This is an optimization exercise on Yosys and OpenROAD, whose aim is small area, not a production implementation. The RTL was checked by simulation tests, not by an equivalence proof against the original design.

**flow/config.mk**
```make
export PLATFORM = sky130hd
export DESIGN_NAME = sqrt_u32
export DESIGN_NICKNAME = sqrt_u32
export VERILOG_FILES = /design/flow/design.v
export SDC_FILE = /design/flow/constraint.sdc
export NUM_CORES = 4
export LEC_CHECK = 0
export ABC_AREA = 1
export CAP_MARGIN = 20
export CORE_MARGIN = 2
export CORE_UTILIZATION = 55
export PLACE_DENSITY = 0.65
export SLEW_MARGIN = 20
```
**flow/constraint.sdc**
```tcl
create_clock -name core_clock -period 9.0 [get_ports {clk}]
set_input_delay 1.8000 -clock core_clock [delete_from_list [all_inputs] [get_ports {clk}]]
set_output_delay 1.8000 -clock core_clock [all_outputs]
set_load 0.01 [all_outputs]
```
**flow/design.v**
```verilog
module sqrt_u32 (
    input  wire        clk,
    input  wire        rst_n,
    input  wire        valid_in,
    input  wire [31:0] data_i,
    output wire        valid_out,
    output wire [15:0] data_o
);
    reg [2:0] v;
    always @(posedge clk or negedge rst_n)
        if (!rst_n) v <= 3'd0;
        else v <= {v[1:0], valid_in};
    assign valid_out = v[2];
    wire [31:0] x0_d, x0;
    wire [1:0] r1_d, r1;
    wire [0:0] q1_d, q1;
    wire [29:0] x1_d, x1;
    wire [2:0] r2_d, r2;
    wire [1:0] q2_d, q2;
    wire [27:0] x2_d, x2;
    wire [3:0] r3_d, r3;
    wire [2:0] q3_d, q3;
    wire [25:0] x3_d, x3;
    wire [4:0] r4_d, r4;
    wire [3:0] q4_d, q4;
    wire [23:0] x4_d, x4;
    wire [5:0] r5_d, r5;
    wire [4:0] q5_d, q5;
    wire [21:0] x5_d, x5;
    wire [6:0] r6_d, r6;
    wire [5:0] q6_d, q6;
    wire [19:0] x6_d, x6;
    wire [7:0] r7_d, r7;
    wire [6:0] q7_d, q7;
    wire [17:0] x7_d, x7;
    wire [8:0] r8_d, r8;
    wire [7:0] q8_d, q8;
    wire [15:0] x8_d, x8;
    wire [9:0] r9_d, r9;
    wire [8:0] q9_d, q9;
    wire [13:0] x9_d, x9;
    wire [10:0] r10_d, r10;
    wire [9:0] q10_d, q10;
    wire [11:0] x10_d, x10;
    wire [11:0] r11_d, r11;
    wire [10:0] q11_d, q11;
    wire [9:0] x11_d, x11;
    wire [12:0] r12_d, r12;
    wire [11:0] q12_d, q12;
    wire [7:0] x12_d, x12;
    wire [13:0] r13_d, r13;
    wire [12:0] q13_d, q13;
    wire [5:0] x13_d, x13;
    wire [14:0] r14_d, r14;
    wire [13:0] q14_d, q14;
    wire [3:0] x14_d, x14;
    wire [14:0] q15_d, q15;
    wire [1:0] x15_d, x15;
    wire [15:0] q16_d, q16;
    assign x0_d = data_i;
    assign x0 = x0_d;
    assign r1 = r1_d;
    assign q1 = q1_d;
    assign x1 = x1_d;
    assign r2 = r2_d;
    assign q2 = q2_d;
    assign x2 = x2_d;
    assign r3 = r3_d;
    assign q3 = q3_d;
    assign x3 = x3_d;
    assign r4 = r4_d;
    assign q4 = q4_d;
    assign x4 = x4_d;
    assign r5 = r5_d;
    assign q5 = q5_d;
    assign x5 = x5_d;
    assign r6 = r6_d;
    assign q6 = q6_d;
    assign x6 = x6_d;
    reg  [7:0] r7_q;
    reg  [6:0] q7_q;
    reg  [17:0] x7_q;
    always @(posedge clk) begin
        r7_q <= r7_d;
        q7_q <= q7_d;
        x7_q <= x7_d;
    end
    assign r7 = r7_q;
    assign q7 = q7_q;
    assign x7 = x7_q;
    assign r8 = r8_d;
    assign q8 = q8_d;
    assign x8 = x8_d;
    assign r9 = r9_d;
    assign q9 = q9_d;
    assign x9 = x9_d;
    assign r10 = r10_d;
    assign q10 = q10_d;
    assign x10 = x10_d;
    reg  [11:0] r11_q;
    reg  [10:0] q11_q;
    reg  [9:0] x11_q;
    always @(posedge clk) begin
        r11_q <= r11_d;
        q11_q <= q11_d;
        x11_q <= x11_d;
    end
    assign r11 = r11_q;
    assign q11 = q11_q;
    assign x11 = x11_q;
    assign r12 = r12_d;
    assign q12 = q12_d;
    assign x12 = x12_d;
    assign r13 = r13_d;
    assign q13 = q13_d;
    assign x13 = x13_d;
    assign r14 = r14_d;
    assign q14 = q14_d;
    assign x14 = x14_d;
    assign q15 = q15_d;
    assign x15 = x15_d;
    reg  [15:0] q16_q;
    always @(posedge clk) begin
        q16_q <= q16_d;
    end
    assign q16 = q16_q;
    wire [1:0] t0 = x0[31:30];
    wire [2:0] d0 = {1'b0, t0} - 3'd1;
    wire ge0 = ~d0[2];
    assign r1_d = ge0 ? d0[1:0] : t0[1:0];
    assign x1_d = x0[29:0];
    assign q1_d = ge0;
    wire [3:0] t1 = {r1, x1[29:28]};
    wire [4:0] c1;
    wire [3:0] d1;
    wire [3:0] n1 = {1'b1, ~q1, 2'b10};
    assign c1[0] = 1'b1;
    assign d1[0] = t1[0] ^ n1[0] ^ c1[0];
    assign c1[1] = (t1[0] & n1[0]) | (t1[0] & c1[0]) | (n1[0] & c1[0]);
    assign d1[1] = t1[1] ^ n1[1] ^ c1[1];
    assign c1[2] = (t1[1] & n1[1]) | (t1[1] & c1[1]) | (n1[1] & c1[1]);
    assign d1[2] = t1[2] ^ n1[2] ^ c1[2];
    assign c1[3] = (t1[2] & n1[2]) | (t1[2] & c1[2]) | (n1[2] & c1[2]);
    assign d1[3] = t1[3] ^ n1[3] ^ c1[3];
    assign c1[4] = (t1[3] & n1[3]) | (t1[3] & c1[3]) | (n1[3] & c1[3]);
    wire ge1 = c1[4];
    assign r2_d = ge1 ? d1[2:0] : t1[2:0];
    assign x2_d = x1[27:0];
    assign q2_d = {q1, ge1};
    wire [4:0] t2 = {r2, x2[27:26]};
    wire [5:0] c2;
    wire [4:0] d2;
    wire [4:0] n2 = {1'b1, ~q2, 2'b10};
    assign c2[0] = 1'b1;
    assign d2[0] = t2[0] ^ n2[0] ^ c2[0];
    assign c2[1] = (t2[0] & n2[0]) | (t2[0] & c2[0]) | (n2[0] & c2[0]);
    assign d2[1] = t2[1] ^ n2[1] ^ c2[1];
    assign c2[2] = (t2[1] & n2[1]) | (t2[1] & c2[1]) | (n2[1] & c2[1]);
    assign d2[2] = t2[2] ^ n2[2] ^ c2[2];
    assign c2[3] = (t2[2] & n2[2]) | (t2[2] & c2[2]) | (n2[2] & c2[2]);
    assign d2[3] = t2[3] ^ n2[3] ^ c2[3];
    assign c2[4] = (t2[3] & n2[3]) | (t2[3] & c2[3]) | (n2[3] & c2[3]);
    assign d2[4] = t2[4] ^ n2[4] ^ c2[4];
    assign c2[5] = (t2[4] & n2[4]) | (t2[4] & c2[4]) | (n2[4] & c2[4]);
    wire ge2 = c2[5];
    assign r3_d = ge2 ? d2[3:0] : t2[3:0];
    assign x3_d = x2[25:0];
    assign q3_d = {q2, ge2};
    wire [5:0] t3 = {r3, x3[25:24]};
    wire [6:0] c3;
    wire [5:0] d3;
    wire [5:0] n3 = {1'b1, ~q3, 2'b10};
    assign c3[0] = 1'b1;
    assign d3[0] = t3[0] ^ n3[0] ^ c3[0];
    assign c3[1] = (t3[0] & n3[0]) | (t3[0] & c3[0]) | (n3[0] & c3[0]);
    assign d3[1] = t3[1] ^ n3[1] ^ c3[1];
    assign c3[2] = (t3[1] & n3[1]) | (t3[1] & c3[1]) | (n3[1] & c3[1]);
    assign d3[2] = t3[2] ^ n3[2] ^ c3[2];
    assign c3[3] = (t3[2] & n3[2]) | (t3[2] & c3[2]) | (n3[2] & c3[2]);
    assign d3[3] = t3[3] ^ n3[3] ^ c3[3];
    assign c3[4] = (t3[3] & n3[3]) | (t3[3] & c3[3]) | (n3[3] & c3[3]);
    assign d3[4] = t3[4] ^ n3[4] ^ c3[4];
    assign c3[5] = (t3[4] & n3[4]) | (t3[4] & c3[4]) | (n3[4] & c3[4]);
    assign d3[5] = t3[5] ^ n3[5] ^ c3[5];
    assign c3[6] = (t3[5] & n3[5]) | (t3[5] & c3[5]) | (n3[5] & c3[5]);
    wire ge3 = c3[6];
    assign r4_d = ge3 ? d3[4:0] : t3[4:0];
    assign x4_d = x3[23:0];
    assign q4_d = {q3, ge3};
    wire [6:0] t4 = {r4, x4[23:22]};
    wire [7:0] c4;
    wire [6:0] d4;
    wire [6:0] n4 = {1'b1, ~q4, 2'b10};
    assign c4[0] = 1'b1;
    assign d4[0] = t4[0] ^ n4[0] ^ c4[0];
    assign c4[1] = (t4[0] & n4[0]) | (t4[0] & c4[0]) | (n4[0] & c4[0]);
    assign d4[1] = t4[1] ^ n4[1] ^ c4[1];
    assign c4[2] = (t4[1] & n4[1]) | (t4[1] & c4[1]) | (n4[1] & c4[1]);
    assign d4[2] = t4[2] ^ n4[2] ^ c4[2];
    assign c4[3] = (t4[2] & n4[2]) | (t4[2] & c4[2]) | (n4[2] & c4[2]);
    assign d4[3] = t4[3] ^ n4[3] ^ c4[3];
    assign c4[4] = (t4[3] & n4[3]) | (t4[3] & c4[3]) | (n4[3] & c4[3]);
    assign d4[4] = t4[4] ^ n4[4] ^ c4[4];
    assign c4[5] = (t4[4] & n4[4]) | (t4[4] & c4[4]) | (n4[4] & c4[4]);
    assign d4[5] = t4[5] ^ n4[5] ^ c4[5];
    assign c4[6] = (t4[5] & n4[5]) | (t4[5] & c4[5]) | (n4[5] & c4[5]);
    assign d4[6] = t4[6] ^ n4[6] ^ c4[6];
    assign c4[7] = (t4[6] & n4[6]) | (t4[6] & c4[6]) | (n4[6] & c4[6]);
    wire ge4 = c4[7];
    assign r5_d = ge4 ? d4[5:0] : t4[5:0];
    assign x5_d = x4[21:0];
    assign q5_d = {q4, ge4};
    wire [7:0] t5 = {r5, x5[21:20]};
    wire [8:0] c5;
    wire [7:0] d5;
    wire [7:0] n5 = {1'b1, ~q5, 2'b10};
    assign c5[0] = 1'b1;
    assign d5[0] = t5[0] ^ n5[0] ^ c5[0];
    assign c5[1] = (t5[0] & n5[0]) | (t5[0] & c5[0]) | (n5[0] & c5[0]);
    assign d5[1] = t5[1] ^ n5[1] ^ c5[1];
    assign c5[2] = (t5[1] & n5[1]) | (t5[1] & c5[1]) | (n5[1] & c5[1]);
    assign d5[2] = t5[2] ^ n5[2] ^ c5[2];
    assign c5[3] = (t5[2] & n5[2]) | (t5[2] & c5[2]) | (n5[2] & c5[2]);
    assign d5[3] = t5[3] ^ n5[3] ^ c5[3];
    assign c5[4] = (t5[3] & n5[3]) | (t5[3] & c5[3]) | (n5[3] & c5[3]);
    assign d5[4] = t5[4] ^ n5[4] ^ c5[4];
    assign c5[5] = (t5[4] & n5[4]) | (t5[4] & c5[4]) | (n5[4] & c5[4]);
    assign d5[5] = t5[5] ^ n5[5] ^ c5[5];
    assign c5[6] = (t5[5] & n5[5]) | (t5[5] & c5[5]) | (n5[5] & c5[5]);
    assign d5[6] = t5[6] ^ n5[6] ^ c5[6];
    assign c5[7] = (t5[6] & n5[6]) | (t5[6] & c5[6]) | (n5[6] & c5[6]);
    assign d5[7] = t5[7] ^ n5[7] ^ c5[7];
    assign c5[8] = (t5[7] & n5[7]) | (t5[7] & c5[7]) | (n5[7] & c5[7]);
    wire ge5 = c5[8];
    assign r6_d = ge5 ? d5[6:0] : t5[6:0];
    assign x6_d = x5[19:0];
    assign q6_d = {q5, ge5};
    wire [8:0] t6 = {r6, x6[19:18]};
    wire [9:0] c6;
    wire [8:0] d6;
    wire [8:0] n6 = {1'b1, ~q6, 2'b10};
    assign c6[0] = 1'b1;
    assign d6[0] = t6[0] ^ n6[0] ^ c6[0];
    assign c6[1] = (t6[0] & n6[0]) | (t6[0] & c6[0]) | (n6[0] & c6[0]);
    assign d6[1] = t6[1] ^ n6[1] ^ c6[1];
    assign c6[2] = (t6[1] & n6[1]) | (t6[1] & c6[1]) | (n6[1] & c6[1]);
    assign d6[2] = t6[2] ^ n6[2] ^ c6[2];
    assign c6[3] = (t6[2] & n6[2]) | (t6[2] & c6[2]) | (n6[2] & c6[2]);
    assign d6[3] = t6[3] ^ n6[3] ^ c6[3];
    assign c6[4] = (t6[3] & n6[3]) | (t6[3] & c6[3]) | (n6[3] & c6[3]);
    assign d6[4] = t6[4] ^ n6[4] ^ c6[4];
    assign c6[5] = (t6[4] & n6[4]) | (t6[4] & c6[4]) | (n6[4] & c6[4]);
    assign d6[5] = t6[5] ^ n6[5] ^ c6[5];
    assign c6[6] = (t6[5] & n6[5]) | (t6[5] & c6[5]) | (n6[5] & c6[5]);
    assign d6[6] = t6[6] ^ n6[6] ^ c6[6];
    assign c6[7] = (t6[6] & n6[6]) | (t6[6] & c6[6]) | (n6[6] & c6[6]);
    assign d6[7] = t6[7] ^ n6[7] ^ c6[7];
    assign c6[8] = (t6[7] & n6[7]) | (t6[7] & c6[7]) | (n6[7] & c6[7]);
    assign d6[8] = t6[8] ^ n6[8] ^ c6[8];
    assign c6[9] = (t6[8] & n6[8]) | (t6[8] & c6[8]) | (n6[8] & c6[8]);
    wire ge6 = c6[9];
    assign r7_d = ge6 ? d6[7:0] : t6[7:0];
    assign x7_d = x6[17:0];
    assign q7_d = {q6, ge6};
    wire [9:0] t7 = {r7, x7[17:16]};
    wire [10:0] c7;
    wire [9:0] d7;
    wire [9:0] n7 = {1'b1, ~q7, 2'b10};
    assign c7[0] = 1'b1;
    assign d7[0] = t7[0] ^ n7[0] ^ c7[0];
    assign c7[1] = (t7[0] & n7[0]) | (t7[0] & c7[0]) | (n7[0] & c7[0]);
    assign d7[1] = t7[1] ^ n7[1] ^ c7[1];
    assign c7[2] = (t7[1] & n7[1]) | (t7[1] & c7[1]) | (n7[1] & c7[1]);
    assign d7[2] = t7[2] ^ n7[2] ^ c7[2];
    assign c7[3] = (t7[2] & n7[2]) | (t7[2] & c7[2]) | (n7[2] & c7[2]);
    assign d7[3] = t7[3] ^ n7[3] ^ c7[3];
    assign c7[4] = (t7[3] & n7[3]) | (t7[3] & c7[3]) | (n7[3] & c7[3]);
    assign d7[4] = t7[4] ^ n7[4] ^ c7[4];
    assign c7[5] = (t7[4] & n7[4]) | (t7[4] & c7[4]) | (n7[4] & c7[4]);
    assign d7[5] = t7[5] ^ n7[5] ^ c7[5];
    assign c7[6] = (t7[5] & n7[5]) | (t7[5] & c7[5]) | (n7[5] & c7[5]);
    assign d7[6] = t7[6] ^ n7[6] ^ c7[6];
    assign c7[7] = (t7[6] & n7[6]) | (t7[6] & c7[6]) | (n7[6] & c7[6]);
    assign d7[7] = t7[7] ^ n7[7] ^ c7[7];
    assign c7[8] = (t7[7] & n7[7]) | (t7[7] & c7[7]) | (n7[7] & c7[7]);
    assign d7[8] = t7[8] ^ n7[8] ^ c7[8];
    assign c7[9] = (t7[8] & n7[8]) | (t7[8] & c7[8]) | (n7[8] & c7[8]);
    assign d7[9] = t7[9] ^ n7[9] ^ c7[9];
    assign c7[10] = (t7[9] & n7[9]) | (t7[9] & c7[9]) | (n7[9] & c7[9]);
    wire ge7 = c7[10];
    assign r8_d = ge7 ? d7[8:0] : t7[8:0];
    assign x8_d = x7[15:0];
    assign q8_d = {q7, ge7};
    wire [10:0] t8 = {r8, x8[15:14]};
    wire [11:0] c8;
    wire [10:0] d8;
    wire [10:0] n8 = {1'b1, ~q8, 2'b10};
    assign c8[0] = 1'b1;
    assign d8[0] = t8[0] ^ n8[0] ^ c8[0];
    assign c8[1] = (t8[0] & n8[0]) | (t8[0] & c8[0]) | (n8[0] & c8[0]);
    assign d8[1] = t8[1] ^ n8[1] ^ c8[1];
    assign c8[2] = (t8[1] & n8[1]) | (t8[1] & c8[1]) | (n8[1] & c8[1]);
    assign d8[2] = t8[2] ^ n8[2] ^ c8[2];
    assign c8[3] = (t8[2] & n8[2]) | (t8[2] & c8[2]) | (n8[2] & c8[2]);
    assign d8[3] = t8[3] ^ n8[3] ^ c8[3];
    assign c8[4] = (t8[3] & n8[3]) | (t8[3] & c8[3]) | (n8[3] & c8[3]);
    assign d8[4] = t8[4] ^ n8[4] ^ c8[4];
    assign c8[5] = (t8[4] & n8[4]) | (t8[4] & c8[4]) | (n8[4] & c8[4]);
    assign d8[5] = t8[5] ^ n8[5] ^ c8[5];
    assign c8[6] = (t8[5] & n8[5]) | (t8[5] & c8[5]) | (n8[5] & c8[5]);
    assign d8[6] = t8[6] ^ n8[6] ^ c8[6];
    assign c8[7] = (t8[6] & n8[6]) | (t8[6] & c8[6]) | (n8[6] & c8[6]);
    assign d8[7] = t8[7] ^ n8[7] ^ c8[7];
    assign c8[8] = (t8[7] & n8[7]) | (t8[7] & c8[7]) | (n8[7] & c8[7]);
    assign d8[8] = t8[8] ^ n8[8] ^ c8[8];
    assign c8[9] = (t8[8] & n8[8]) | (t8[8] & c8[8]) | (n8[8] & c8[8]);
    assign d8[9] = t8[9] ^ n8[9] ^ c8[9];
    assign c8[10] = (t8[9] & n8[9]) | (t8[9] & c8[9]) | (n8[9] & c8[9]);
    assign d8[10] = t8[10] ^ n8[10] ^ c8[10];
    assign c8[11] = (t8[10] & n8[10]) | (t8[10] & c8[10]) | (n8[10] & c8[10]);
    wire ge8 = c8[11];
    assign r9_d = ge8 ? d8[9:0] : t8[9:0];
    assign x9_d = x8[13:0];
    assign q9_d = {q8, ge8};
    wire [11:0] t9 = {r9, x9[13:12]};
    wire [12:0] c9;
    wire [11:0] d9;
    wire [11:0] n9 = {1'b1, ~q9, 2'b10};
    assign c9[0] = 1'b1;
    assign d9[0] = t9[0] ^ n9[0] ^ c9[0];
    assign c9[1] = (t9[0] & n9[0]) | (t9[0] & c9[0]) | (n9[0] & c9[0]);
    assign d9[1] = t9[1] ^ n9[1] ^ c9[1];
    assign c9[2] = (t9[1] & n9[1]) | (t9[1] & c9[1]) | (n9[1] & c9[1]);
    assign d9[2] = t9[2] ^ n9[2] ^ c9[2];
    assign c9[3] = (t9[2] & n9[2]) | (t9[2] & c9[2]) | (n9[2] & c9[2]);
    assign d9[3] = t9[3] ^ n9[3] ^ c9[3];
    assign c9[4] = (t9[3] & n9[3]) | (t9[3] & c9[3]) | (n9[3] & c9[3]);
    assign d9[4] = t9[4] ^ n9[4] ^ c9[4];
    assign c9[5] = (t9[4] & n9[4]) | (t9[4] & c9[4]) | (n9[4] & c9[4]);
    assign d9[5] = t9[5] ^ n9[5] ^ c9[5];
    assign c9[6] = (t9[5] & n9[5]) | (t9[5] & c9[5]) | (n9[5] & c9[5]);
    assign d9[6] = t9[6] ^ n9[6] ^ c9[6];
    assign c9[7] = (t9[6] & n9[6]) | (t9[6] & c9[6]) | (n9[6] & c9[6]);
    assign d9[7] = t9[7] ^ n9[7] ^ c9[7];
    assign c9[8] = (t9[7] & n9[7]) | (t9[7] & c9[7]) | (n9[7] & c9[7]);
    assign d9[8] = t9[8] ^ n9[8] ^ c9[8];
    assign c9[9] = (t9[8] & n9[8]) | (t9[8] & c9[8]) | (n9[8] & c9[8]);
    assign d9[9] = t9[9] ^ n9[9] ^ c9[9];
    assign c9[10] = (t9[9] & n9[9]) | (t9[9] & c9[9]) | (n9[9] & c9[9]);
    assign d9[10] = t9[10] ^ n9[10] ^ c9[10];
    assign c9[11] = (t9[10] & n9[10]) | (t9[10] & c9[10]) | (n9[10] & c9[10]);
    assign d9[11] = t9[11] ^ n9[11] ^ c9[11];
    assign c9[12] = (t9[11] & n9[11]) | (t9[11] & c9[11]) | (n9[11] & c9[11]);
    wire ge9 = c9[12];
    assign r10_d = ge9 ? d9[10:0] : t9[10:0];
    assign x10_d = x9[11:0];
    assign q10_d = {q9, ge9};
    wire [12:0] t10 = {r10, x10[11:10]};
    wire [13:0] c10;
    wire [12:0] d10;
    wire [12:0] n10 = {1'b1, ~q10, 2'b10};
    assign c10[0] = 1'b1;
    assign d10[0] = t10[0] ^ n10[0] ^ c10[0];
    assign c10[1] = (t10[0] & n10[0]) | (t10[0] & c10[0]) | (n10[0] & c10[0]);
    assign d10[1] = t10[1] ^ n10[1] ^ c10[1];
    assign c10[2] = (t10[1] & n10[1]) | (t10[1] & c10[1]) | (n10[1] & c10[1]);
    assign d10[2] = t10[2] ^ n10[2] ^ c10[2];
    assign c10[3] = (t10[2] & n10[2]) | (t10[2] & c10[2]) | (n10[2] & c10[2]);
    assign d10[3] = t10[3] ^ n10[3] ^ c10[3];
    assign c10[4] = (t10[3] & n10[3]) | (t10[3] & c10[3]) | (n10[3] & c10[3]);
    assign d10[4] = t10[4] ^ n10[4] ^ c10[4];
    assign c10[5] = (t10[4] & n10[4]) | (t10[4] & c10[4]) | (n10[4] & c10[4]);
    assign d10[5] = t10[5] ^ n10[5] ^ c10[5];
    assign c10[6] = (t10[5] & n10[5]) | (t10[5] & c10[5]) | (n10[5] & c10[5]);
    assign d10[6] = t10[6] ^ n10[6] ^ c10[6];
    assign c10[7] = (t10[6] & n10[6]) | (t10[6] & c10[6]) | (n10[6] & c10[6]);
    assign d10[7] = t10[7] ^ n10[7] ^ c10[7];
    assign c10[8] = (t10[7] & n10[7]) | (t10[7] & c10[7]) | (n10[7] & c10[7]);
    assign d10[8] = t10[8] ^ n10[8] ^ c10[8];
    assign c10[9] = (t10[8] & n10[8]) | (t10[8] & c10[8]) | (n10[8] & c10[8]);
    assign d10[9] = t10[9] ^ n10[9] ^ c10[9];
    assign c10[10] = (t10[9] & n10[9]) | (t10[9] & c10[9]) | (n10[9] & c10[9]);
    assign d10[10] = t10[10] ^ n10[10] ^ c10[10];
    assign c10[11] = (t10[10] & n10[10]) | (t10[10] & c10[10]) | (n10[10] & c10[10]);
    assign d10[11] = t10[11] ^ n10[11] ^ c10[11];
    assign c10[12] = (t10[11] & n10[11]) | (t10[11] & c10[11]) | (n10[11] & c10[11]);
    assign d10[12] = t10[12] ^ n10[12] ^ c10[12];
    assign c10[13] = (t10[12] & n10[12]) | (t10[12] & c10[12]) | (n10[12] & c10[12]);
    wire ge10 = c10[13];
    assign r11_d = ge10 ? d10[11:0] : t10[11:0];
    assign x11_d = x10[9:0];
    assign q11_d = {q10, ge10};
    wire [13:0] t11 = {r11, x11[9:8]};
    wire [14:0] c11;
    wire [13:0] d11;
    wire [13:0] n11 = {1'b1, ~q11, 2'b10};
    assign c11[0] = 1'b1;
    assign d11[0] = t11[0] ^ n11[0] ^ c11[0];
    assign c11[1] = (t11[0] & n11[0]) | (t11[0] & c11[0]) | (n11[0] & c11[0]);
    assign d11[1] = t11[1] ^ n11[1] ^ c11[1];
    assign c11[2] = (t11[1] & n11[1]) | (t11[1] & c11[1]) | (n11[1] & c11[1]);
    assign d11[2] = t11[2] ^ n11[2] ^ c11[2];
    assign c11[3] = (t11[2] & n11[2]) | (t11[2] & c11[2]) | (n11[2] & c11[2]);
    assign d11[3] = t11[3] ^ n11[3] ^ c11[3];
    assign c11[4] = (t11[3] & n11[3]) | (t11[3] & c11[3]) | (n11[3] & c11[3]);
    assign d11[4] = t11[4] ^ n11[4] ^ c11[4];
    assign c11[5] = (t11[4] & n11[4]) | (t11[4] & c11[4]) | (n11[4] & c11[4]);
    assign d11[5] = t11[5] ^ n11[5] ^ c11[5];
    assign c11[6] = (t11[5] & n11[5]) | (t11[5] & c11[5]) | (n11[5] & c11[5]);
    assign d11[6] = t11[6] ^ n11[6] ^ c11[6];
    assign c11[7] = (t11[6] & n11[6]) | (t11[6] & c11[6]) | (n11[6] & c11[6]);
    assign d11[7] = t11[7] ^ n11[7] ^ c11[7];
    assign c11[8] = (t11[7] & n11[7]) | (t11[7] & c11[7]) | (n11[7] & c11[7]);
    assign d11[8] = t11[8] ^ n11[8] ^ c11[8];
    assign c11[9] = (t11[8] & n11[8]) | (t11[8] & c11[8]) | (n11[8] & c11[8]);
    assign d11[9] = t11[9] ^ n11[9] ^ c11[9];
    assign c11[10] = (t11[9] & n11[9]) | (t11[9] & c11[9]) | (n11[9] & c11[9]);
    assign d11[10] = t11[10] ^ n11[10] ^ c11[10];
    assign c11[11] = (t11[10] & n11[10]) | (t11[10] & c11[10]) | (n11[10] & c11[10]);
    assign d11[11] = t11[11] ^ n11[11] ^ c11[11];
    assign c11[12] = (t11[11] & n11[11]) | (t11[11] & c11[11]) | (n11[11] & c11[11]);
    assign d11[12] = t11[12] ^ n11[12] ^ c11[12];
    assign c11[13] = (t11[12] & n11[12]) | (t11[12] & c11[12]) | (n11[12] & c11[12]);
    assign d11[13] = t11[13] ^ n11[13] ^ c11[13];
    assign c11[14] = (t11[13] & n11[13]) | (t11[13] & c11[13]) | (n11[13] & c11[13]);
    wire ge11 = c11[14];
    assign r12_d = ge11 ? d11[12:0] : t11[12:0];
    assign x12_d = x11[7:0];
    assign q12_d = {q11, ge11};
    wire [14:0] t12 = {r12, x12[7:6]};
    wire [15:0] c12;
    wire [14:0] d12;
    wire [14:0] n12 = {1'b1, ~q12, 2'b10};
    assign c12[0] = 1'b1;
    assign d12[0] = t12[0] ^ n12[0] ^ c12[0];
    assign c12[1] = (t12[0] & n12[0]) | (t12[0] & c12[0]) | (n12[0] & c12[0]);
    assign d12[1] = t12[1] ^ n12[1] ^ c12[1];
    assign c12[2] = (t12[1] & n12[1]) | (t12[1] & c12[1]) | (n12[1] & c12[1]);
    assign d12[2] = t12[2] ^ n12[2] ^ c12[2];
    assign c12[3] = (t12[2] & n12[2]) | (t12[2] & c12[2]) | (n12[2] & c12[2]);
    assign d12[3] = t12[3] ^ n12[3] ^ c12[3];
    assign c12[4] = (t12[3] & n12[3]) | (t12[3] & c12[3]) | (n12[3] & c12[3]);
    assign d12[4] = t12[4] ^ n12[4] ^ c12[4];
    assign c12[5] = (t12[4] & n12[4]) | (t12[4] & c12[4]) | (n12[4] & c12[4]);
    assign d12[5] = t12[5] ^ n12[5] ^ c12[5];
    assign c12[6] = (t12[5] & n12[5]) | (t12[5] & c12[5]) | (n12[5] & c12[5]);
    assign d12[6] = t12[6] ^ n12[6] ^ c12[6];
    assign c12[7] = (t12[6] & n12[6]) | (t12[6] & c12[6]) | (n12[6] & c12[6]);
    assign d12[7] = t12[7] ^ n12[7] ^ c12[7];
    assign c12[8] = (t12[7] & n12[7]) | (t12[7] & c12[7]) | (n12[7] & c12[7]);
    assign d12[8] = t12[8] ^ n12[8] ^ c12[8];
    assign c12[9] = (t12[8] & n12[8]) | (t12[8] & c12[8]) | (n12[8] & c12[8]);
    assign d12[9] = t12[9] ^ n12[9] ^ c12[9];
    assign c12[10] = (t12[9] & n12[9]) | (t12[9] & c12[9]) | (n12[9] & c12[9]);
    assign d12[10] = t12[10] ^ n12[10] ^ c12[10];
    assign c12[11] = (t12[10] & n12[10]) | (t12[10] & c12[10]) | (n12[10] & c12[10]);
    assign d12[11] = t12[11] ^ n12[11] ^ c12[11];
    assign c12[12] = (t12[11] & n12[11]) | (t12[11] & c12[11]) | (n12[11] & c12[11]);
    assign d12[12] = t12[12] ^ n12[12] ^ c12[12];
    assign c12[13] = (t12[12] & n12[12]) | (t12[12] & c12[12]) | (n12[12] & c12[12]);
    assign d12[13] = t12[13] ^ n12[13] ^ c12[13];
    assign c12[14] = (t12[13] & n12[13]) | (t12[13] & c12[13]) | (n12[13] & c12[13]);
    assign d12[14] = t12[14] ^ n12[14] ^ c12[14];
    assign c12[15] = (t12[14] & n12[14]) | (t12[14] & c12[14]) | (n12[14] & c12[14]);
    wire ge12 = c12[15];
    assign r13_d = ge12 ? d12[13:0] : t12[13:0];
    assign x13_d = x12[5:0];
    assign q13_d = {q12, ge12};
    wire [15:0] t13 = {r13, x13[5:4]};
    wire [16:0] c13;
    wire [15:0] d13;
    wire [15:0] n13 = {1'b1, ~q13, 2'b10};
    assign c13[0] = 1'b1;
    assign d13[0] = t13[0] ^ n13[0] ^ c13[0];
    assign c13[1] = (t13[0] & n13[0]) | (t13[0] & c13[0]) | (n13[0] & c13[0]);
    assign d13[1] = t13[1] ^ n13[1] ^ c13[1];
    assign c13[2] = (t13[1] & n13[1]) | (t13[1] & c13[1]) | (n13[1] & c13[1]);
    assign d13[2] = t13[2] ^ n13[2] ^ c13[2];
    assign c13[3] = (t13[2] & n13[2]) | (t13[2] & c13[2]) | (n13[2] & c13[2]);
    assign d13[3] = t13[3] ^ n13[3] ^ c13[3];
    assign c13[4] = (t13[3] & n13[3]) | (t13[3] & c13[3]) | (n13[3] & c13[3]);
    assign d13[4] = t13[4] ^ n13[4] ^ c13[4];
    assign c13[5] = (t13[4] & n13[4]) | (t13[4] & c13[4]) | (n13[4] & c13[4]);
    assign d13[5] = t13[5] ^ n13[5] ^ c13[5];
    assign c13[6] = (t13[5] & n13[5]) | (t13[5] & c13[5]) | (n13[5] & c13[5]);
    assign d13[6] = t13[6] ^ n13[6] ^ c13[6];
    assign c13[7] = (t13[6] & n13[6]) | (t13[6] & c13[6]) | (n13[6] & c13[6]);
    assign d13[7] = t13[7] ^ n13[7] ^ c13[7];
    assign c13[8] = (t13[7] & n13[7]) | (t13[7] & c13[7]) | (n13[7] & c13[7]);
    assign d13[8] = t13[8] ^ n13[8] ^ c13[8];
    assign c13[9] = (t13[8] & n13[8]) | (t13[8] & c13[8]) | (n13[8] & c13[8]);
    assign d13[9] = t13[9] ^ n13[9] ^ c13[9];
    assign c13[10] = (t13[9] & n13[9]) | (t13[9] & c13[9]) | (n13[9] & c13[9]);
    assign d13[10] = t13[10] ^ n13[10] ^ c13[10];
    assign c13[11] = (t13[10] & n13[10]) | (t13[10] & c13[10]) | (n13[10] & c13[10]);
    assign d13[11] = t13[11] ^ n13[11] ^ c13[11];
    assign c13[12] = (t13[11] & n13[11]) | (t13[11] & c13[11]) | (n13[11] & c13[11]);
    assign d13[12] = t13[12] ^ n13[12] ^ c13[12];
    assign c13[13] = (t13[12] & n13[12]) | (t13[12] & c13[12]) | (n13[12] & c13[12]);
    assign d13[13] = t13[13] ^ n13[13] ^ c13[13];
    assign c13[14] = (t13[13] & n13[13]) | (t13[13] & c13[13]) | (n13[13] & c13[13]);
    assign d13[14] = t13[14] ^ n13[14] ^ c13[14];
    assign c13[15] = (t13[14] & n13[14]) | (t13[14] & c13[14]) | (n13[14] & c13[14]);
    assign d13[15] = t13[15] ^ n13[15] ^ c13[15];
    assign c13[16] = (t13[15] & n13[15]) | (t13[15] & c13[15]) | (n13[15] & c13[15]);
    wire ge13 = c13[16];
    assign r14_d = ge13 ? d13[14:0] : t13[14:0];
    assign x14_d = x13[3:0];
    assign q14_d = {q13, ge13};
    wire [16:0] t14 = {r14, x14[3:2]};
    wire [17:0] c14;
    wire [16:0] d14;
    wire [16:0] n14 = {1'b1, ~q14, 2'b10};
    assign c14[0] = 1'b1;
    assign d14[0] = t14[0] ^ n14[0] ^ c14[0];
    assign c14[1] = (t14[0] & n14[0]) | (t14[0] & c14[0]) | (n14[0] & c14[0]);
    assign d14[1] = t14[1] ^ n14[1] ^ c14[1];
    assign c14[2] = (t14[1] & n14[1]) | (t14[1] & c14[1]) | (n14[1] & c14[1]);
    assign d14[2] = t14[2] ^ n14[2] ^ c14[2];
    assign c14[3] = (t14[2] & n14[2]) | (t14[2] & c14[2]) | (n14[2] & c14[2]);
    assign d14[3] = t14[3] ^ n14[3] ^ c14[3];
    assign c14[4] = (t14[3] & n14[3]) | (t14[3] & c14[3]) | (n14[3] & c14[3]);
    assign d14[4] = t14[4] ^ n14[4] ^ c14[4];
    assign c14[5] = (t14[4] & n14[4]) | (t14[4] & c14[4]) | (n14[4] & c14[4]);
    assign d14[5] = t14[5] ^ n14[5] ^ c14[5];
    assign c14[6] = (t14[5] & n14[5]) | (t14[5] & c14[5]) | (n14[5] & c14[5]);
    assign d14[6] = t14[6] ^ n14[6] ^ c14[6];
    assign c14[7] = (t14[6] & n14[6]) | (t14[6] & c14[6]) | (n14[6] & c14[6]);
    assign d14[7] = t14[7] ^ n14[7] ^ c14[7];
    assign c14[8] = (t14[7] & n14[7]) | (t14[7] & c14[7]) | (n14[7] & c14[7]);
    assign d14[8] = t14[8] ^ n14[8] ^ c14[8];
    assign c14[9] = (t14[8] & n14[8]) | (t14[8] & c14[8]) | (n14[8] & c14[8]);
    assign d14[9] = t14[9] ^ n14[9] ^ c14[9];
    assign c14[10] = (t14[9] & n14[9]) | (t14[9] & c14[9]) | (n14[9] & c14[9]);
    assign d14[10] = t14[10] ^ n14[10] ^ c14[10];
    assign c14[11] = (t14[10] & n14[10]) | (t14[10] & c14[10]) | (n14[10] & c14[10]);
    assign d14[11] = t14[11] ^ n14[11] ^ c14[11];
    assign c14[12] = (t14[11] & n14[11]) | (t14[11] & c14[11]) | (n14[11] & c14[11]);
    assign d14[12] = t14[12] ^ n14[12] ^ c14[12];
    assign c14[13] = (t14[12] & n14[12]) | (t14[12] & c14[12]) | (n14[12] & c14[12]);
    assign d14[13] = t14[13] ^ n14[13] ^ c14[13];
    assign c14[14] = (t14[13] & n14[13]) | (t14[13] & c14[13]) | (n14[13] & c14[13]);
    assign d14[14] = t14[14] ^ n14[14] ^ c14[14];
    assign c14[15] = (t14[14] & n14[14]) | (t14[14] & c14[14]) | (n14[14] & c14[14]);
    assign d14[15] = t14[15] ^ n14[15] ^ c14[15];
    assign c14[16] = (t14[15] & n14[15]) | (t14[15] & c14[15]) | (n14[15] & c14[15]);
    assign d14[16] = t14[16] ^ n14[16] ^ c14[16];
    assign c14[17] = (t14[16] & n14[16]) | (t14[16] & c14[16]) | (n14[16] & c14[16]);
    wire ge14 = c14[17];
    assign q15_d = {q14, ge14};
    wire [17:0] a1_a = {d14[15:0], x14[1:0]};
    wire [17:0] a1_n = ~({1'b0, q14, 3'b101});
    wire [18:0] a1_c;
    assign a1_c[0] = 1'b1;
    assign a1_c[1] = (a1_a[0] & a1_n[0]) | (a1_a[0] & a1_c[0]) | (a1_n[0] & a1_c[0]);
    assign a1_c[2] = (a1_a[1] & a1_n[1]) | (a1_a[1] & a1_c[1]) | (a1_n[1] & a1_c[1]);
    assign a1_c[3] = (a1_a[2] & a1_n[2]) | (a1_a[2] & a1_c[2]) | (a1_n[2] & a1_c[2]);
    assign a1_c[4] = (a1_a[3] & a1_n[3]) | (a1_a[3] & a1_c[3]) | (a1_n[3] & a1_c[3]);
    assign a1_c[5] = (a1_a[4] & a1_n[4]) | (a1_a[4] & a1_c[4]) | (a1_n[4] & a1_c[4]);
    assign a1_c[6] = (a1_a[5] & a1_n[5]) | (a1_a[5] & a1_c[5]) | (a1_n[5] & a1_c[5]);
    assign a1_c[7] = (a1_a[6] & a1_n[6]) | (a1_a[6] & a1_c[6]) | (a1_n[6] & a1_c[6]);
    assign a1_c[8] = (a1_a[7] & a1_n[7]) | (a1_a[7] & a1_c[7]) | (a1_n[7] & a1_c[7]);
    assign a1_c[9] = (a1_a[8] & a1_n[8]) | (a1_a[8] & a1_c[8]) | (a1_n[8] & a1_c[8]);
    assign a1_c[10] = (a1_a[9] & a1_n[9]) | (a1_a[9] & a1_c[9]) | (a1_n[9] & a1_c[9]);
    assign a1_c[11] = (a1_a[10] & a1_n[10]) | (a1_a[10] & a1_c[10]) | (a1_n[10] & a1_c[10]);
    assign a1_c[12] = (a1_a[11] & a1_n[11]) | (a1_a[11] & a1_c[11]) | (a1_n[11] & a1_c[11]);
    assign a1_c[13] = (a1_a[12] & a1_n[12]) | (a1_a[12] & a1_c[12]) | (a1_n[12] & a1_c[12]);
    assign a1_c[14] = (a1_a[13] & a1_n[13]) | (a1_a[13] & a1_c[13]) | (a1_n[13] & a1_c[13]);
    assign a1_c[15] = (a1_a[14] & a1_n[14]) | (a1_a[14] & a1_c[14]) | (a1_n[14] & a1_c[14]);
    assign a1_c[16] = (a1_a[15] & a1_n[15]) | (a1_a[15] & a1_c[15]) | (a1_n[15] & a1_c[15]);
    assign a1_c[17] = (a1_a[16] & a1_n[16]) | (a1_a[16] & a1_c[16]) | (a1_n[16] & a1_c[16]);
    assign a1_c[18] = (a1_a[17] & a1_n[17]) | (a1_a[17] & a1_c[17]) | (a1_n[17] & a1_c[17]);
    wire a1 = a1_c[18];
    wire [17:0] a0_a = {t14[15:0], x14[1:0]};
    wire [17:0] a0_n = ~({1'b0, q14, 3'b001});
    wire [18:0] a0_c;
    assign a0_c[0] = 1'b1;
    assign a0_c[1] = (a0_a[0] & a0_n[0]) | (a0_a[0] & a0_c[0]) | (a0_n[0] & a0_c[0]);
    assign a0_c[2] = (a0_a[1] & a0_n[1]) | (a0_a[1] & a0_c[1]) | (a0_n[1] & a0_c[1]);
    assign a0_c[3] = (a0_a[2] & a0_n[2]) | (a0_a[2] & a0_c[2]) | (a0_n[2] & a0_c[2]);
    assign a0_c[4] = (a0_a[3] & a0_n[3]) | (a0_a[3] & a0_c[3]) | (a0_n[3] & a0_c[3]);
    assign a0_c[5] = (a0_a[4] & a0_n[4]) | (a0_a[4] & a0_c[4]) | (a0_n[4] & a0_c[4]);
    assign a0_c[6] = (a0_a[5] & a0_n[5]) | (a0_a[5] & a0_c[5]) | (a0_n[5] & a0_c[5]);
    assign a0_c[7] = (a0_a[6] & a0_n[6]) | (a0_a[6] & a0_c[6]) | (a0_n[6] & a0_c[6]);
    assign a0_c[8] = (a0_a[7] & a0_n[7]) | (a0_a[7] & a0_c[7]) | (a0_n[7] & a0_c[7]);
    assign a0_c[9] = (a0_a[8] & a0_n[8]) | (a0_a[8] & a0_c[8]) | (a0_n[8] & a0_c[8]);
    assign a0_c[10] = (a0_a[9] & a0_n[9]) | (a0_a[9] & a0_c[9]) | (a0_n[9] & a0_c[9]);
    assign a0_c[11] = (a0_a[10] & a0_n[10]) | (a0_a[10] & a0_c[10]) | (a0_n[10] & a0_c[10]);
    assign a0_c[12] = (a0_a[11] & a0_n[11]) | (a0_a[11] & a0_c[11]) | (a0_n[11] & a0_c[11]);
    assign a0_c[13] = (a0_a[12] & a0_n[12]) | (a0_a[12] & a0_c[12]) | (a0_n[12] & a0_c[12]);
    assign a0_c[14] = (a0_a[13] & a0_n[13]) | (a0_a[13] & a0_c[13]) | (a0_n[13] & a0_c[13]);
    assign a0_c[15] = (a0_a[14] & a0_n[14]) | (a0_a[14] & a0_c[14]) | (a0_n[14] & a0_c[14]);
    assign a0_c[16] = (a0_a[15] & a0_n[15]) | (a0_a[15] & a0_c[15]) | (a0_n[15] & a0_c[15]);
    assign a0_c[17] = (a0_a[16] & a0_n[16]) | (a0_a[16] & a0_c[16]) | (a0_n[16] & a0_c[16]);
    assign a0_c[18] = (a0_a[17] & a0_n[17]) | (a0_a[17] & a0_c[17]) | (a0_n[17] & a0_c[17]);
    wire a0 = a0_c[18];
    wire ge15 = ge14 ? a1 : a0;
    assign q16_d = {q15, ge15};
    assign data_o = q16;
endmodule
```
**flow/standard.sh**
```bash
#!/bin/bash
# synth_recipe.tcl (not shown) runs the flow's synth.tcl, then flattens the netlist and writes it again
# the make line also repeats each setting of config.mk as NAME=value (left out here)
make -C /OpenROAD-flow-scripts/flow DESIGN_CONFIG=/design/flow/config.mk WORK_HOME=/design/flow/orfs CLKGATE_MAP_FILE= SYNTH_SCRIPT=/design/flow/synth_recipe.tcl "${@:-finish}"
```
**flow/flow/run.sh**
```bash
#!/bin/bash
# Standard layout (standard.sh), except that synthesis skips Yosys's full-adder extraction
# (ADDER_MAP_FILE empty), so ABC maps the carry chains itself.
export BUFFER_PORTS_ARGS="-buffer_cell sky130_fd_sc_hd__buf_1"
set -euo pipefail
export ADDER_MAP_FILE=
bash standard.sh > standard.log 2>&1
```
==> metrics list, run 1 <==
- The number of antenna diodes in the final layout is 0.
- Per-cell routed wire length: roughly 11 um
- Number of vias after detailed routing: 6824
* # fillers: 1279
- Once layout is complete, the cells apart from fillers number around 1.4k.
- Global routing finished with a remaining overflow of 0.
* Largest net degree at the start of global routing: 23
* Commonest cells in the synthesized netlist: sky130_fd_sc_hd__nand2_1, sky130_fd_sc_hd__inv_1, sky130_fd_sc_hd__dfxtp_1
- Leading register cell type out of synthesis: sky130_fd_sc_hd__dfxtp_1
- Kind of start point of the critical path: primary input
* Fin. max-slew vios: 0
- FF/Latch Area: 1720 um2
* Synthesized area per cell: a little under 6 um2
* Setup repair bufs after CTS: 0
- Die Ht: around 120 um
- In the final layout, the multi-input gates occupy around 4700 um2.
- Along the worst path, the maximum fanout reaches 14.
- Max-cap violations in this run came to 0.
* Clock-pin slew on the worst setup and hold paths: 0.08 ns
* Vias per inst: roughly 4.8
- First-pass GRT wire length: around 27000 um
* Outcome: no timing/DRC/antenna violations
- Remaining number of nets flagged by the antenna check after routing: 0
* FF+latch count, synth: 85
* Floorplan row count: between 40 and 50
* Total clock sinks: 85
- The number of hold buffers added after CTS was 0.
- Max stage delay on crit path: ~0.30 ns
- Based on the critical path, the design can be clocked at up to roughly 120 MHz.
* Number of cells produced by synthesis: roughly 1.2k
- Slowest cell on crit path: sky130_fd_sc_hd__or2_2
- The biggest area contributor in the post-synthesis netlist is sky130_fd_sc_hd__nand2_1.
* Number of DRC violations after detailed-routing iteration 0: about 320
- Final core utilization: 0.621
* H-Tree Depth: 3
* Worst Setup End Kind: flip-flop
- The floorplan step defined a core boundary enclosing about 13000 um2.
* Fraction of registers with async set or reset after synthesis: 0.0353
* Number of synthesized flops with an enable pin: 0
* Unrepaired setup endpoints after global routing: no
- Share of synthesized area occupied by flip-flops and latches: 0.246
- The number of hold violations in the final report is 0.
* Global Route Usage Sum: 0.244
- In the final layout, the share of cells above drive strength 1 is 0.118.
- Summed over all layers, the routed wires come to around 16000 um.
- Share of the clock period used by the worst path after layout: 0.894
- Die area: between 10000 and 15000 um2
* Setup violators final: 0
- 52 I/O pins were placed.
- Maximum clock skew at final layout: slightly below 0.02 ns
- Fraction of synthesized cell area taken by the top area cell type: 0.273
- Vias in the first global route: 6028
- Top post-synthesis cells by area: sky130_fd_sc_hd__nand2_1, sky130_fd_sc_hd__dfxtp_1, sky130_fd_sc_hd__inv_1, sky130_fd_sc_hd__xor2_1, sky130_fd_sc_hd__xnor2_1
* Clock insertion delay at the later pin of the skew report: 0.36 ns
* Critical Path Most Common Cell: sky130_fd_sc_hd__nand2_1
* Post_cts resized: 0
- In this run the tool buffered the top-level ports with a little over 50 buffer cells.
* Worst Hold Class: reg -> reg
* Total number of yosys warnings: 1
- Most instantiated library cell after synthesis: sky130_fd_sc_hd__nand2_1
* Critical Path RT: just over 9 ns
* Total clock buffers created by CTS: 9
* CTS tree: built
- In this run, placement finished with an instance count of 1401.
- For this run, design rule violations remaining after detail routing come to 0.
- In this run the tightest slew margin relative to its limit is 0.656.
- For the worst setup path, the data arrival time is about 8.3 ns.
- Detailed placement ended at an HPWL of ~13000 um.
- Total negative setup slack: 0 ns
* Clock Path Buffers: 2
- Nets: 1275
* Die Width: 117 um
* Initial Utilization: 0.558
- Cell at the root of the clock tree: sky130_fd_sc_hd__clkbuf_16
* Time the worst path needs with I/O delays and setup: ~8 ns
- The number of antenna violations at the first check in global routing came to 0.
* Number of nets in the synthesized netlist: 1212
- Cell area after synthesis: about 7000 um2
- Relative to the synthesized area, the layout overhead comes to 11.3%.
* Detailed Routing Iterations Pass 1: 5
- The setup path with the least slack is of type in -> reg.
- The netlist uses 37 different library cells.
* Worst Max-Slew Pin Slew: just over 0.5 ns
- Routability-driven placement finished with a final weighted congestion of slightly below 0.9.
[cells in the final DEF (no fill, tap or decap), types with 2 or more instances in the layout]
cell type                   synthesis  routed
sky130_fd_sc_hd__buf_4              3      17
sky130_fd_sc_hd__xor2_1            49      49
sky130_fd_sc_hd__nand3b_1           6       6
sky130_fd_sc_hd__nand2_8            0       2
sky130_fd_sc_hd__nor2_1            47      46
sky130_fd_sc_hd__dfxtp_1           82      81
sky130_fd_sc_hd__a21oi_1           16      15
sky130_fd_sc_hd__clkbuf_16          0      10
sky130_fd_sc_hd__a21oi_2            1       2
sky130_fd_sc_hd__nand2_2           63      65
sky130_fd_sc_hd__dfrtp_1            3       3
sky130_fd_sc_hd__inv_2              2       4
sky130_fd_sc_hd__o21bai_1           2       2
sky130_fd_sc_hd__nand3_1           70      69
sky130_fd_sc_hd__maj3_1             2       2
sky130_fd_sc_hd__buf_1              0      51
sky130_fd_sc_hd__inv_1            121     120
sky130_fd_sc_hd__o21ai_2            3       3
sky130_fd_sc_hd__nand2_4            4       3
sky130_fd_sc_hd__nor2_2             1       2
sky130_fd_sc_hd__or2_2             25      25
sky130_fd_sc_hd__nand4_1            3       3
sky130_fd_sc_hd__o21ai_0           77      73
sky130_fd_sc_hd__xnor2_1           47      47
sky130_fd_sc_hd__o211ai_1           2       2
sky130_fd_sc_hd__mux2i_1            2       2
sky130_fd_sc_hd__nand3_2            7       7
sky130_fd_sc_hd__o22ai_1            9       9
sky130_fd_sc_hd__o21ai_1            2       6
sky130_fd_sc_hd__nand2_1          507     504
[area by class of cell]
type                            count  share of cell area
Clock inverter                      4             0.00709
Clock buffer                       11              0.0327
Inverter                          125              0.0604
Multi-Input combinational cell    951               0.610
Timing Repair Buffer               68              0.0411
Sequential cell                    85               0.221
Tap cell                          172              0.0277
[metrics by stage]
| stage | hold slack [ns] | setup WS, ns | cell area (um2) |
|---|---|---|---|
| finish | 0.304 | 0.950 | 7770 |
| global route | 0.326 | 0.0521 | 7770 |
| CTS | 0.310 | 0.522 | 7720 |
| detailed placement | 0.312 | 0.174 | 7410 |
| global placement | 0.311 | 0.254 | 7410 |
| floorplan | 0.310 | 1.73 | 6980 |
[state kept, by name, summed over array words and instances (netlist names)]
register  flops
r11_q        12
x11_q        10
v             3
q11_q        11
q16_q        16
x7_q         18
q7_q          7
r7_q          8
[cell families after synthesis]
logic type	Yosys count	share of synthesized area
xor+xnor	96	0.120
fa+ha+maj	2	0.00287
compound gates	115	0.0891
buf+inv	141	0.0825
mux	2	0.00287
flops	85	0.246
simple gates	736	0.456
[layer usage]
layer  share of wire  track usage
met1            0.46        0.296
met2            0.47        0.429
met3           0.033       0.0436
met4           0.030       0.0949
met5               0            0
[worst paths after layout]
check,startpoint,slack (ns),to,cells after the start
hold / removal,x7_q[8]$_DFF_P_,0.30,x11_q[8]$_DFF_P_,0
hold reg to reg,x7_q[8]$_DFF_P_,0.30,x11_q[8]$_DFF_P_,0
min in group asynchronous,rst_n,1.24,v[0]$_DFF_PN0_,1
setup / recovery,data_i[30],0.95,r7_q[2]$_DFF_P_,49
setup reg to reg,x11_q[8]$_DFF_P_,1.09,q16_q[0]$_DFF_P_,98
max in group asynchronous,rst_n,7.61,v[2]$_DFF_PN0_,1
[worst max-delay path: cells and delay by family]
kind | cells | cell delay, ns
AOI/OAI and AO/OA | 10 | 1.57
xor gates and xnor gates | 5 | 0.97
and+or+nand+nor | 29 | 3.58
buffers and inverters | 5 | 0.41
==> inputs of run 2 (changes only) <==
--- a/flow/config.mk
+++ b/flow/config.mk
@@ -10,4 +10,5 @@
 export CORE_MARGIN = 2
 export CORE_UTILIZATION = 55
+export CTS_BUF_LIST = sky130_fd_sc_hd__clkbuf_8
 export PLACE_DENSITY = 0.65
 export SLEW_MARGIN = 20
==> run 2 against run 1 <==
  * Final cell count unchanged
  * Global-route usage about the same
  * Clock skew increased by 0.012 ns
  * First-iteration DRC count increased by 8.6%
  * Hold slack got worse by 0.0037 ns
  * Area after synthesis unchanged
  * Largest cell class unchanged
==> metrics list, run 2 <==
* Outcome: no timing/DRC/antenna violations
* Number of input and output port buffers inserted: 51
- Beginning of the critical path: data_i[30]
- In this run the most critical hold path is launched from x7_q[8]$_DFF_P_.
* Arrival time reported for the critical path endpoint: 8.34 ns
- Global Route Usage Sum: 0.244
- Num ports: 52
- H-Tree Depth: 3
- The biggest area contributor in the post-synthesis netlist is sky130_fd_sc_hd__nand2_1.
- Start-to-end type of the worst setup path: in -> reg
* Largest net degree at the start of global routing: 23
* CTS tree: built
* Number of cells on the worst reg-to-reg path: 100
- Total clock buffers created by CTS: 9
* Number of failing hold endpoints at the final stage: 0
* Total clock sinks: 85
- Cell area after synthesis: ~7000 um2
* Time the worst path needs with I/O delays and setup: between 8 and 9 ns
* Fin area: 7660 um2
- Worst Setup End Kind: flip-flop
- Ranked by flip-flop count, first place goes to x7_q.
* FF+latch count, synth: 85
- Fraction of registers with async set or reset after synthesis: 0.0353
- Synthesis produced a netlist with a net count of around 1.2k.
- In this run the worst path has a maximum fanout of 14.
- The library cell used most frequently in the layout, excluding fill and tap cells, is sky130_fd_sc_hd__nand2_1.
- Total of hold buffers inserted after clock tree synthesis: 0
- Clock insertion delay at the later pin of the skew report: 0.40 ns
- First-pass GRT wire length: about 27000 um
- After clock tree synthesis, the clock-pin slew on the worst setup and hold paths is between 0.1 and 0.15 ns.
- Most instantiated library cell after synthesis: sky130_fd_sc_hd__nand2_1
* Number of cells produced by synthesis: roughly 1.2k
- Number of distinct library cells after synthesis: 37
- Kind of start point of the critical path: primary input
- Maximum capacitance violations: 0
- At the pin with the least slew margin, the transition time is ~0.57 ns.
- Post-detail-place hpwl: between 10000 and 15000 um
- The count of pins over their slew limit came to 0.
* Core region area: between 10000 and 15000 um2
- Ant diodes: 0
- Detailed Routing Iterations Pass 1: 5
- Based on the critical path, the design can be clocked at up to around 120 MHz.
- Worst Hold Class: reg -> reg
* Worst Setup Slack post-DPL: 0.174 ns
* Floorplan row count: 41
* Largest register FFs: 18
- After global routing the overflow that remains totals 0.
- The routed layout has 6781 vias.
- Measured along the x axis, the die boundary spans 117 um.
- Counting instances in the post-synthesis netlist gives the leading cell types as sky130_fd_sc_hd__nand2_1, sky130_fd_sc_hd__inv_1, sky130_fd_sc_hd__dfxtp_1.
- Share of synthesized area occupied by flip-flops and latches: 0.246
- Worst rel slew slack: 0.614
- In the final routed layout, each cell accounts on average for 11.0 um.
- In this run, synthesis inferred 0 flip-flops with an integrated enable.
* Die Ht: 117 um
- Die area: approximately 14000 um2
- Remaining number of nets flagged by the antenna check after routing: 0
* Post-synthesis to final-layout area growth: 9.77%
- FF-to-FF Start: x11_q[8]$_DFF_P_
* Final WL: 15600 um
* Worst-case setup margin in the final layout: 0.950 ns
- Setup violators final: 0
- Once layout is complete, the utilization of the core stands at 0.612.
* Vias per inst: 4.79
- The worst register-to-register path has a setup slack of 1.02 ns.
- For this block, the initial DRC count from the detailed router was 342.
- Layout cell share with drive strength beyond 1: 0.117
- Buffers added to address setup during post-CTS repair amount to 0.
- Fraction of synthesized cell area taken by the top area cell type: 0.273
- DRC violations left: 0
* Initial Utilization: 0.558
- Worst hold path cell count: 0
* Total number of yosys warnings: 1
* Largest registers: x7_q (18), q16_q (16), r11_q (12)
- Setup total negative slack on the finished layout was measured at 0 ns.
* Synthesized area per cell: around 6 um2
* Share of the clock period used by the worst path after layout: 0.894
- The number of global-route vias before repair was roughly 6k.
- Slowest cell on crit path: sky130_fd_sc_hd__or2_2
* Nets: approximately 1.3k
- The largest single stage delay on the critical path is 0.30 ns.
- Unrepaired setup endpoints after global routing: no
- Leading register cell type out of synthesis: sky130_fd_sc_hd__dfxtp_1
* RD Place Congestion: a little under 0.9
- Antenna violations before repair: 0
* Cell at the root of the clock tree: sky130_fd_sc_hd__clkbuf_8
- Critical Path RT: approximately 9.3 ns
* Maximum clock skew at final layout: 0.0313 ns
- Critical Path Most Common Cell: sky130_fd_sc_hd__nand2_1
* Clock Path Buffers: 2
* Commonest non-fill, non-tap cells in the layout: sky130_fd_sc_hd__nand2_1, sky130_fd_sc_hd__inv_1, sky130_fd_sc_hd__dfxtp_1
- Standard cell area after detailed placement: 7410 um2
- Top post-synthesis cells by area: sky130_fd_sc_hd__nand2_1, sky130_fd_sc_hd__dfxtp_1, sky130_fd_sc_hd__inv_1, sky130_fd_sc_hd__xor2_1, sky130_fd_sc_hd__xnor2_1
run 2: cell types whose count changed in the layout (fill, tap and decap cells not counted):
cell | before | now
sky130_fd_sc_hd__a21oi_1 | 15 | 16
sky130_fd_sc_hd__clkbuf_1 | 1 | 0
sky130_fd_sc_hd__nand2_4 | 3 | 2
sky130_fd_sc_hd__clkbuf_16 | 10 | 0
sky130_fd_sc_hd__clkbuf_8 | 0 | 9
sky130_fd_sc_hd__nand2_2 | 65 | 66
sky130_fd_sc_hd__inv_1 | 120 | 121
sky130_fd_sc_hd__bufinv_16 | 1 | 2
sky130_fd_sc_hd__a21oi_2 | 2 | 1
run 2: repair_timing:
| item | 4_1_cts | 5_1_grt |
|---|---|---|
| endpoints found under the hold margin | 0 | 0 |
| resized for setup | 0 | 15 |
| setup endpoints to repair | 0 | 24 |
run 2: area by class of cell:
cell class              count  area [um2]
clock buffers               9         124
clock inverters             6        88.8
fillers                  1299        4850
inverters                 125         469
multi-input cells         951        4730
flip-flops and latches     85        1720
well taps                 172         215
repair buffers             68         319
run 2: cells by family (layout without fill, tap and decap cells):
group                    Yosys count  after routing  share of synthesized area
XOR/XNOR                          96             96                      0.120
AND/OR/NAND/NOR                  736            736                      0.456
buffers and inverters            141            208                     0.0825
AO/OA/AOI/OAI                    115            115                     0.0891
adder cells (fa/ha/maj)            2              2                    0.00287
multiplexers                       2              2                    0.00287
flip-flops                        85             85                      0.246
run 2: per-stage QoR:
| stage | instances | hold slack [ns] |
|---|---|---|
| 2_1_floorplan | 1177 | 0.310 |
| 3_3_place_gp | 1401 | 0.311 |
| 3_5_place_dp | 1401 | 0.312 |
| 4_1_cts | 1416 | 0.307 |
| 5_1_grt | 1416 | 0.329 |
| 6_report | 1416 | 0.301 |
run 2: metal layers:
metal	GRT usage	vias to the layer above	wire length [um]
met3	0.0410	28	427
met5	0	-	0
met4	0.0965	0	455
met2	0.428	96	7320
met1	0.297	2884	7350
li1	-	3773	-
run 2: worst max-delay path: cells and delay by family:
family / cells / cell delay, ns
simple gates: 29 / 3.57
xor+xnor: 5 / 0.97
buf+inv: 5 / 0.41
compound gates: 10 / 1.59
run 2: worst paths after layout:
path,end
worst min register to register,x11_q[8]$_DFF_P_
max in group asynchronous,v[2]$_DFF_PN0_
worst min-delay path,x11_q[8]$_DFF_P_
min in group asynchronous,v[0]$_DFF_PN0_
worst max register to register,q16_q[0]$_DFF_P_
worst max-delay path,r7_q[2]$_DFF_P_
==> inputs of run 3 (changes only) <==
--- a/flow/config.mk
+++ b/flow/config.mk
@@ -11,4 +11,5 @@
 export CORE_UTILIZATION = 55
 export CTS_BUF_LIST = sky130_fd_sc_hd__clkbuf_8
+export GPL_TIMING_DRIVEN = 0
 export PLACE_DENSITY = 0.65
 export SLEW_MARGIN = 20
==> run 3 against run 2 <==
  * Synthesized cell count unchanged
  * Wire length is 0.26% higher
  * Final cell count is the same
  * Setup slack improved by 0.0022 ns
  * Register-to-register slack improved by 0.05 ns
  * Area after synthesis unchanged
  * Sequential cell count unchanged
  * Cell area down 0.29%
  * Highest routed layer unchanged
  * Hold slack better by 0.016 ns
  * Fmax is essentially flat
  * Core utilization fell by 0.18 points
==> metrics list, run 3 <==
- Worst-case setup margin in the final layout: 0.952 ns
* Maximum clock skew at final layout: between 0.02 and 0.03 ns
- The netlist uses 37 different library cells.
- In the synthesized netlist the dominant register cell turns out to be sky130_fd_sc_hd__dfxtp_1.
- Cell area after synthesis: approximately 7000 um2
- Worst Setup End Kind: flip-flop
- RD Place Congestion: about 0.88
* Synthesized area per cell: slightly below 6 um2
- Counting along the longest clock path gives a buffer depth of 2.
* Floorplan row count: 41
- H-Tree Depth: 3
- Total negative setup slack: 0 ns
* Largest registers: x7_q (18), q16_q (16), r11_q (12)
- In the final routed layout, each cell accounts on average for 11.0 um.
- Cell count after placement: roughly 1.4k
* Share of the clock period used by the worst path after layout: 0.894
- Top post-synthesis cells by area: sky130_fd_sc_hd__nand2_1, sky130_fd_sc_hd__dfxtp_1, sky130_fd_sc_hd__inv_1, sky130_fd_sc_hd__xor2_1, sky130_fd_sc_hd__xnor2_1
* Antenna violations before repair: 0
* Slowest cell on crit path: sky130_fd_sc_hd__or2_2
- Leaving out fill and tap cells, the most frequent cell in the layout is sky130_fd_sc_hd__nand2_1.
* CTS tree: built
* First-pass GRT wire length: roughly 27000 um
* FF+latch count, synth: 85
* Commonest non-fill, non-tap cells in the layout: sky130_fd_sc_hd__nand2_1, sky130_fd_sc_hd__inv_1, sky130_fd_sc_hd__dfxtp_1
- Max-cap violations in this run came to 0.
- More flip-flops sit in one register than any other, and that register is x7_q.
- The area growth from synthesis to layout is 9.45%.
* Slack of the worst reg-to-reg path: 1.07 ns
- 0 antenna diodes ended up in the layout.
- In this run, post-CTS hold repair placed 0 buffers.
- In the post-synthesis netlist, the cell with the most instances is sky130_fd_sc_hd__nand2_1.
* Total number of yosys warnings: 1
- In this run the count of I/O pins placed on the die edge is 52.
- The number of global-route vias before repair was roughly 6k.
* FF-to-FF Start: q11_q[0]$_DFF_P_
* Layout cell share with drive strength beyond 1: 0.117
- From bottom edge to top edge, the die measures 117 um.
- Largest net degree at the start of global routing: 17
* Clock insertion delay at the later pin of the skew report: 0.40 ns
* Number of DRC violations after detailed-routing iteration 0: approximately 320
* Largest register FFs: 18
* Core region area: 12500 um2
* Number of vias after detailed routing: roughly 6.8k
- For the pin with the worst max-slew slack, the measured transition is around 0.7 ns.
* Fin. max-slew vios: 0
* Clock-pin slew on the worst setup and hold paths: ~0.12 ns
* Number of input and output port buffers inserted: 51
- Number of synthesized flops with an enable pin: 0
- Total clock buffers created by CTS: 9
- Global routing finished with a remaining overflow of 0.
- The first detailed-routing pass took 6 iterations.
- Outcome: no timing/DRC/antenna violations
- Measured along the x axis, the die boundary spans between 100 and 150 um.
* Arrival time reported for the critical path endpoint: ~8.3 ns
- The critical path is of the in -> reg type.
- Remaining number of nets flagged by the antenna check after routing: 0
* Initial Utilization: 0.558
- Startpoint of the tightest hold check path: x7_q[4]$_DFF_P_
- Counting cells, the worst reg-to-reg path comes to 100.
- On the worst path, the slowest cell contributes a delay of 0.30 ns.
* Die area: between 10000 and 15000 um2
* Critical Path Most Common Cell: sky130_fd_sc_hd__nand2_1
- For the finished layout, the period the worst path requires is about 8.0 ns.
- Global Route Usage Sum: 0.250
- Post-detail-place hpwl: 12400 um
* Setup violators final: 0
- Worst rel slew slack: 0.537
* Highest achievable clock rate: roughly 120 MHz
- For this run, the number of standard cells in the final layout without fillers is between 1k and 1.5k.
- Together, buffers and inverters on the worst path number 7.
- Library cell with the largest summed area after synthesis: sky130_fd_sc_hd__nand2_1
- STA classifies the critical path startpoint as a primary input.
- Final WL: 15600 um
- Reg-to-reg critical path endpoint: q16_q[0]$_DFF_P_
* Fraction of synthesized cell area taken by the top area cell type: 0.273
* Cell at the root of the clock tree: sky130_fd_sc_hd__clkbuf_8
* Total clock sinks: between 80 and 90
* Number of failing hold endpoints at the final stage: 0
- For this run, design rule violations remaining after detail routing come to 0.
* Worst Hold Class: reg -> reg
* Fraction of registers with async set or reset after synthesis: 0.0353
- Dividing the detail-routed via count by the number of cells gives a little under 5.
* Number of cells produced by synthesis: ~1.2k
- OpenSTA, run right after detailed placement, puts the worst setup slack at about 0.19 ns.
- Worst min-delay path endpoint: x11_q[4]$_DFF_P_
- For this run, the post-layout net count is ~1.3k.
- Worst hold path cell count: 0
- Critical Path Fanout Max: 10
- Number of nets in the synthesized netlist: between 1k and 1.5k
- The kind of cell with the highest combined delay along the critical path is simple AND/OR/NAND/NOR gates.
- Share of synthesized area occupied by flip-flops and latches: 0.246
- At the worst endpoint, the required time is roughly 9.3 ns.
- After synthesis, the most frequently instantiated cells are sky130_fd_sc_hd__nand2_1, sky130_fd_sc_hd__inv_1, sky130_fd_sc_hd__dfxtp_1.
run 3: cell counts after synthesis:
Identical to the previous run, type by type.
run 3: through the flow:
stage	utilization	cell area, um2	hold slack [ns]
6_report	0.610	7640	0.317
5_1_grt	0.610	7640	0.329
3_3_place_gp	0.590	7390	0.311
2_1_floorplan	-	6980	0.310
4_1_cts	0.608	7620	0.318
3_5_place_dp	0.590	7390	0.312
run 3: timing repair:
item	4_1_cts	5_1_grt
resized for setup	0	17
setup buffers	0	0
setup endpoints to repair	0	24
run 3: worst max-delay path by stage:
stage                     start          endpoint  slack (ns)  cells after the start
2_1_floorplan        data_i[30]   r7_q[5]$_DFF_P_        1.73                     47
3_3_place_gp         data_i[31]   r7_q[3]$_DFF_P_        0.31                     47
3_5_place_dp         data_i[31]   r7_q[3]$_DFF_P_        0.19                     49
4_1_cts              data_i[31]   r7_q[3]$_DFF_P_        0.60                     49
5_1_grt        x7_q[17]$_DFF_P_  r11_q[5]$_DFF_P_       -0.01                     74
6_report             data_i[30]   r7_q[3]$_DFF_P_        0.95                     50
run 3: area by class of cell:
cell class,count,area [um2]
sequential,85,1720
clock inverter,7,105
inverter,125,475
clock buffer,9,124
tap,172,215
timing repair buffer,51,191
fill,1280,4880
buffer,16,108
multi-input combinational,951,4700
run 3: kinds of logic (layout without fill, tap and decap cells):
| group | after synthesis | after routing | share of synthesized area |
|---|---|---|---|
| multiplexers | 2 | 2 | 0.00287 |
| XOR/XNOR | 96 | 96 | 0.120 |
| flip-flops | 85 | 85 | 0.246 |
| buffers and inverters | 141 | 208 | 0.0825 |
| adder cells (fa/ha/maj) | 2 | 2 | 0.00287 |
| AO/OA/AOI/OAI | 115 | 115 | 0.0891 |
| AND/OR/NAND/NOR | 736 | 736 | 0.456 |
run 3: layer usage:
layer  vias up  part of all wire  track usage  routed length [um]
met1      2938              0.47        0.301                7260
met3        26             0.026       0.0472                 410
li1       3783                 -            -                   -
met5         -                 0            0                   0
met4         0             0.023       0.0894                 351
met2        83              0.49        0.445                7570

[port drivers added, routing unchanged]
The flow's constraints put no driver on any port. The routed layouts listed below were extracted and timed again, unchanged, in two steps.
Step 1 (the two cells are an assumption about what drives the block):
set clk [get_ports {clk}]
set_driving_cell -lib_cell sky130_fd_sc_hd__clkbuf_16 $clk
set_driving_cell -lib_cell sky130_fd_sc_hd__buf_2 [delete_from_list [all_inputs] $clk]
Step 2 times the ports against the registers' clock, not the clock port: input delays grow and output delays shrink by t, the midpoint of the rising clock arrivals with the driver on.
Three values: ideal ports, drivers, drivers and shift; two values: the first two.
run	shift t [ns]	setup slack, ns	hold slack, ns	worst data-port slew with drivers (ns)	cell pins on the clock port's net
run 1	0.386	0.950 / 0.969 / 0.583	0.304 / 0.304 / 0.304	0.03	1
run 2	0.419	0.950 / 0.967 / 0.548	0.301 / 0.301 / 0.301	0.03	1
run 3	0.429	0.952 / 0.973 / 0.544	0.317 / 0.317 / 0.317	0.04	1
After both steps setup and hold are still met in every run listed. For run 3, which loses most, drivers alone change the setup slack by +0.021 ns; drivers and shift together by -0.408 ns.
